Source: an optimization exercise on an open RTL-to-GDS flow (aim: small area). Production flows keep margins and buffers that such runs may drop. In this exercise RTL edits were held to simulation tests only and were not proved equivalent to the original.

==> inputs of build 3 <==
// top
module top(
    input wire clk,          
    input wire rst,
    input wire anim_step,    
    output wire Hsync,
    output wire Vsync,
    output wire [3:0] vgaRed,
    output wire [3:0] vgaGreen,
    output wire [3:0] vgaBlue
);
    reg [9:0] h_count;       
    reg [9:0] v_count;       
    reg [9:0] pos;           
    reg night;
    wire [9:0] h_next, v_next, pos_next;
    wire night_next;
    comb c(
        .h(h_count), .v(v_count), .pos(pos), .night(night), .anim_step(anim_step),
        .h_next(h_next), .v_next(v_next), .pos_next(pos_next), .night_next(night_next),
        .hsync(Hsync), .vsync(Vsync), .rgb({vgaRed, vgaGreen, vgaBlue})
    );
    always @(posedge clk or posedge rst) begin
        if (rst) begin
            h_count <= 0;
            v_count <= 0;
            pos <= 0;
            night <= 0;
        end else begin
            h_count <= h_next;
            v_count <= v_next;
            pos <= pos_next;
            night <= night_next;
        end
    end
endmodule
clock: 40.0 ns
lec_check: 0
abc_area: 1
cap_margin: 20
core_margin: 2
core_utilization: 40
slew_margin: 20
standard.sh (not shown) runs the stock make flow with config.mk's settings and CLKGATE_MAP_FILE= SYNTH_SCRIPT=/design/flow/synth_recipe.tcl, a recipe that flattens the netlist after the stock synthesis.
==> flow/flow/run.sh <==
#!/bin/bash
# Own flow: the standard layout (standard.sh, unchanged synthesis), with
#  - the port buffers made with the smallest buffer (buf_1) instead of the
#    default clkdlybuf4s50_1;
#  - one clock-tree cluster of clkbuf_8 buffers and no dummy loads.
# The full make output goes to standard.log in this folder.
export BUFFER_PORTS_ARGS="-buffer_cell sky130_fd_sc_hd__buf_1"
export CTS_ARGS="-sink_clustering_enable -repair_clock_nets -buf_list sky130_fd_sc_hd__clkbuf_8 -sink_clustering_size 40 -sink_clustering_max_diameter 500 -dont_use_dummy_load"
bash standard.sh > standard.log 2>&1
==> build 1: changes against build 3 <==
==> flow/flow/run.sh (replaced) <==
#!/bin/bash
# Own flow: the standard layout (standard.sh with synth_recipe.tcl, the
# standard synthesis script), with three changes:
#  - synthesis and the later steps also treat the half/full adder cells
#    (ha_*, fa_*) as don't-use (flow/dont_use.txt is the platform's list plus
#    those), so Yosys leaves adders to ABC instead of extracting them;
#  - the port buffers are made with buf_1 instead of clkdlybuf4s50_1;
#  - a small clock tree (clkbuf_4 buffers) and no dummy loads.
# The full make output goes to standard.log in this folder.
set -euo pipefail
DONT_USE="$(cat flow/dont_use.txt)"
sed -e "s|\"\${@:-finish}\"|\"DONT_USE_CELLS=$DONT_USE\" \"\${@:-finish}\"|" standard.sh > standard_dont_use.sh
export BUFFER_PORTS_ARGS="-buffer_cell sky130_fd_sc_hd__buf_1"
export CTS_ARGS="-sink_clustering_enable -repair_clock_nets -buf_list sky130_fd_sc_hd__clkbuf_4 -sink_clustering_size 40 -sink_clustering_max_diameter 500 -dont_use_dummy_load"
bash standard_dont_use.sh > standard.log 2>&1
==> flow/flow/dont_use.txt (new file) <==
sky130_fd_sc_hd__probe_p_8 sky130_fd_sc_hd__probec_p_8 sky130_fd_sc_hd__lpflow_bleeder_1 sky130_fd_sc_hd__lpflow_clkbufkapwr_1 sky130_fd_sc_hd__lpflow_clkbufkapwr_16 sky130_fd_sc_hd__lpflow_clkbufkapwr_2 sky130_fd_sc_hd__lpflow_clkbufkapwr_4 sky130_fd_sc_hd__lpflow_clkbufkapwr_8 sky130_fd_sc_hd__lpflow_clkinvkapwr_1 sky130_fd_sc_hd__lpflow_clkinvkapwr_16 sky130_fd_sc_hd__lpflow_clkinvkapwr_2 sky130_fd_sc_hd__lpflow_clkinvkapwr_4 sky130_fd_sc_hd__lpflow_clkinvkapwr_8 sky130_fd_sc_hd__lpflow_decapkapwr_12 sky130_fd_sc_hd__lpflow_decapkapwr_3 sky130_fd_sc_hd__lpflow_decapkapwr_4 sky130_fd_sc_hd__lpflow_decapkapwr_6 sky130_fd_sc_hd__lpflow_decapkapwr_8 sky130_fd_sc_hd__lpflow_inputiso0n_1 sky130_fd_sc_hd__lpflow_inputiso0p_1 sky130_fd_sc_hd__lpflow_inputiso1n_1 sky130_fd_sc_hd__lpflow_inputiso1p_1 sky130_fd_sc_hd__lpflow_inputisolatch_1 sky130_fd_sc_hd__lpflow_isobufsrc_1 sky130_fd_sc_hd__lpflow_isobufsrc_16 sky130_fd_sc_hd__lpflow_isobufsrc_2 sky130_fd_sc_hd__lpflow_isobufsrc_4 sky130_fd_sc_hd__lpflow_isobufsrc_8 sky130_fd_sc_hd__lpflow_isobufsrckapwr_16 sky130_fd_sc_hd__lpflow_lsbuf_lh_hl_isowell_tap_1 sky130_fd_sc_hd__lpflow_lsbuf_lh_hl_isowell_tap_2 sky130_fd_sc_hd__lpflow_lsbuf_lh_hl_isowell_tap_4 sky130_fd_sc_hd__lpflow_lsbuf_lh_isowell_4 sky130_fd_sc_hd__lpflow_lsbuf_lh_isowell_tap_1 sky130_fd_sc_hd__lpflow_lsbuf_lh_isowell_tap_2 sky130_fd_sc_hd__lpflow_lsbuf_lh_isowell_tap_4 sky130_fd_sc_hd__ha_1 sky130_fd_sc_hd__ha_2 sky130_fd_sc_hd__ha_4 sky130_fd_sc_hd__fa_1 sky130_fd_sc_hd__fa_2 sky130_fd_sc_hd__fa_4
Settings changed: CORE_UTILIZATION 40 to 65.
==> build 70: changes against build 3 <==
==> flow/flow/run.sh (replaced) <==
#!/bin/bash
# Own flow: the standard layout (standard.sh, unchanged synthesis), with
#  - the port buffers made with the smallest buffer (buf_1) instead of the
#    default clkdlybuf4s50_1;
#  - a small clock tree (clkbuf_4 root, clkbuf_2 leaves) and no dummy loads.
# The full make output goes to standard.log in this folder.
export BUFFER_PORTS_ARGS="-buffer_cell sky130_fd_sc_hd__buf_1"
export CTS_ARGS="-sink_clustering_enable -repair_clock_nets -root_buf sky130_fd_sc_hd__clkbuf_4 -buf_list sky130_fd_sc_hd__clkbuf_2 -sink_clustering_size 40 -sink_clustering_max_diameter 500 -dont_use_dummy_load"
bash standard.sh > standard.log 2>&1
==> build 28: changes against build 3 <==
==> flow/flow/run.sh (replaced) <==
#!/bin/bash
# Own flow: the standard layout (standard.sh with synth_recipe.tcl, the
# standard synthesis script), with three changes:
#  - synthesis and the later steps also treat the half/full adder cells
#    (ha_*, fa_*) as don't-use (flow/dont_use.txt is the platform's list plus
#    those), so Yosys leaves adders to ABC instead of extracting them;
#  - the port buffers are made with buf_1 instead of clkdlybuf4s50_1;
#  - a small clock tree (clkbuf_8 buffers) and no dummy loads.
# The full make output goes to standard.log in this folder.
set -euo pipefail
DONT_USE="$(cat flow/dont_use.txt)"
sed -e "s|\"\${@:-finish}\"|\"DONT_USE_CELLS=$DONT_USE\" \"\${@:-finish}\"|" standard.sh > standard_dont_use.sh
export BUFFER_PORTS_ARGS="-buffer_cell sky130_fd_sc_hd__buf_1"
export CTS_ARGS="-sink_clustering_enable -repair_clock_nets -buf_list sky130_fd_sc_hd__clkbuf_8 -sink_clustering_size 40 -sink_clustering_max_diameter 500 -dont_use_dummy_load"
bash standard_dont_use.sh > standard.log 2>&1
==> flow/flow/dont_use.txt (new file) <==
sky130_fd_sc_hd__probe_p_8 sky130_fd_sc_hd__probec_p_8 sky130_fd_sc_hd__lpflow_bleeder_1 sky130_fd_sc_hd__lpflow_clkbufkapwr_1 sky130_fd_sc_hd__lpflow_clkbufkapwr_16 sky130_fd_sc_hd__lpflow_clkbufkapwr_2 sky130_fd_sc_hd__lpflow_clkbufkapwr_4 sky130_fd_sc_hd__lpflow_clkbufkapwr_8 sky130_fd_sc_hd__lpflow_clkinvkapwr_1 sky130_fd_sc_hd__lpflow_clkinvkapwr_16 sky130_fd_sc_hd__lpflow_clkinvkapwr_2 sky130_fd_sc_hd__lpflow_clkinvkapwr_4 sky130_fd_sc_hd__lpflow_clkinvkapwr_8 sky130_fd_sc_hd__lpflow_decapkapwr_12 sky130_fd_sc_hd__lpflow_decapkapwr_3 sky130_fd_sc_hd__lpflow_decapkapwr_4 sky130_fd_sc_hd__lpflow_decapkapwr_6 sky130_fd_sc_hd__lpflow_decapkapwr_8 sky130_fd_sc_hd__lpflow_inputiso0n_1 sky130_fd_sc_hd__lpflow_inputiso0p_1 sky130_fd_sc_hd__lpflow_inputiso1n_1 sky130_fd_sc_hd__lpflow_inputiso1p_1 sky130_fd_sc_hd__lpflow_inputisolatch_1 sky130_fd_sc_hd__lpflow_isobufsrc_1 sky130_fd_sc_hd__lpflow_isobufsrc_16 sky130_fd_sc_hd__lpflow_isobufsrc_2 sky130_fd_sc_hd__lpflow_isobufsrc_4 sky130_fd_sc_hd__lpflow_isobufsrc_8 sky130_fd_sc_hd__lpflow_isobufsrckapwr_16 sky130_fd_sc_hd__lpflow_lsbuf_lh_hl_isowell_tap_1 sky130_fd_sc_hd__lpflow_lsbuf_lh_hl_isowell_tap_2 sky130_fd_sc_hd__lpflow_lsbuf_lh_hl_isowell_tap_4 sky130_fd_sc_hd__lpflow_lsbuf_lh_isowell_4 sky130_fd_sc_hd__lpflow_lsbuf_lh_isowell_tap_1 sky130_fd_sc_hd__lpflow_lsbuf_lh_isowell_tap_2 sky130_fd_sc_hd__lpflow_lsbuf_lh_isowell_tap_4 sky130_fd_sc_hd__ha_1 sky130_fd_sc_hd__ha_2 sky130_fd_sc_hd__ha_4 sky130_fd_sc_hd__fa_1 sky130_fd_sc_hd__fa_2 sky130_fd_sc_hd__fa_4
==> impl_metrics.yaml <==
cts:
  root_buffer: "clkbuf_8"
placed_design:
  finalWeightedCongestion: 1.01
power_and_ir_drop:
  finalPower_uw: 92.1
final_layout:
  layout.core_utilization: 0.439
  clock_cell_area_share: 0.0160
route:
  drt_iter0_drc: 437
  m1WireLength_um: 6300
grt:
  met3_usage_in_global_routing: 0.0381
hold_path:
  holdCritStartpoint: "pos[4]"
run_status:
  outcome: "finished clean"
The numbers above come from build 3.

==> impl_metrics.yaml <==
power_and_ir_drop:
  finalPower_uw: 152
run_status:
  outcome: "finished clean"
placed_design:
  finalWeightedCongestion: 1.11
route:
  drt_iter0_drc: 672
final_layout:
  clock_cell_area_share: 0.0172
grt:
  met3_usage_in_global_routing: 0.0476
The numbers above come from build 28.

==> impl_metrics.yaml <==
route:
  drt_iter0_drc: 977
  m1WireLength_um: 5010
grt:
  met3_usage_in_global_routing: 0.0955
run_status:
  outcome: "finished clean"
placed_design:
  finalWeightedCongestion: 1.23
power_and_ir_drop:
  finalPower_uw: 146
final_layout:
  clock_cell_area_share: 0.00963
cts:
  root_buffer: "clkbuf_4"
The numbers above come from build 1.

==> impl_metrics.yaml <==
run_status:
  outcome: "finished clean"
cts:
  root_buffer: "clkbuf_4"
power_and_ir_drop:
  finalPower_uw: 85.4
final_layout:
  clock_cell_area_share: 0.00877
  layout.core_utilization: 0.436
placed_design:
  finalWeightedCongestion: 1.01
grt:
  met3_usage_in_global_routing: 0.0399
hold_path:
  holdCritStartpoint: "pos[4]"
The numbers above come from build 70.

==> separate check: timing with driven ports <==
The flow's constraints put no driver on any port. The routed layouts listed below were extracted and timed again, unchanged, in two steps. Step 1 (the two cells are an assumption about what drives the block):
set clk [get_ports {clk}]
set_driving_cell -lib_cell sky130_fd_sc_hd__clkbuf_16 $clk
set_driving_cell -lib_cell sky130_fd_sc_hd__buf_2 [delete_from_list [all_inputs] $clk]
Step 2 also shifts input and output timing later by t, the mid clock arrival at the registers, as if the neighbouring blocks saw the same clock. Slacks: ideal / step 1 / step 2; pairs: ideal / step 1.
run	shift t [ns]	setup WS [ns]	hold slack, ns	cell pins on the clock port's net
build 3	0.321	27.688 / 27.654 / 27.975	0.512 / 0.512 / 0.512	1
build 1	0.367	28.146 / 28.114 / 28.481	0.517 / 0.517 / 0.517	1
build 70	0.362	27.661 / 27.631 / 27.993	0.514 / 0.514 / 0.514	1
build 28	0.324	27.906 / 27.873 / 28.197	0.502 / 0.502 / 0.502	1
After both steps every run listed still meets setup and hold.
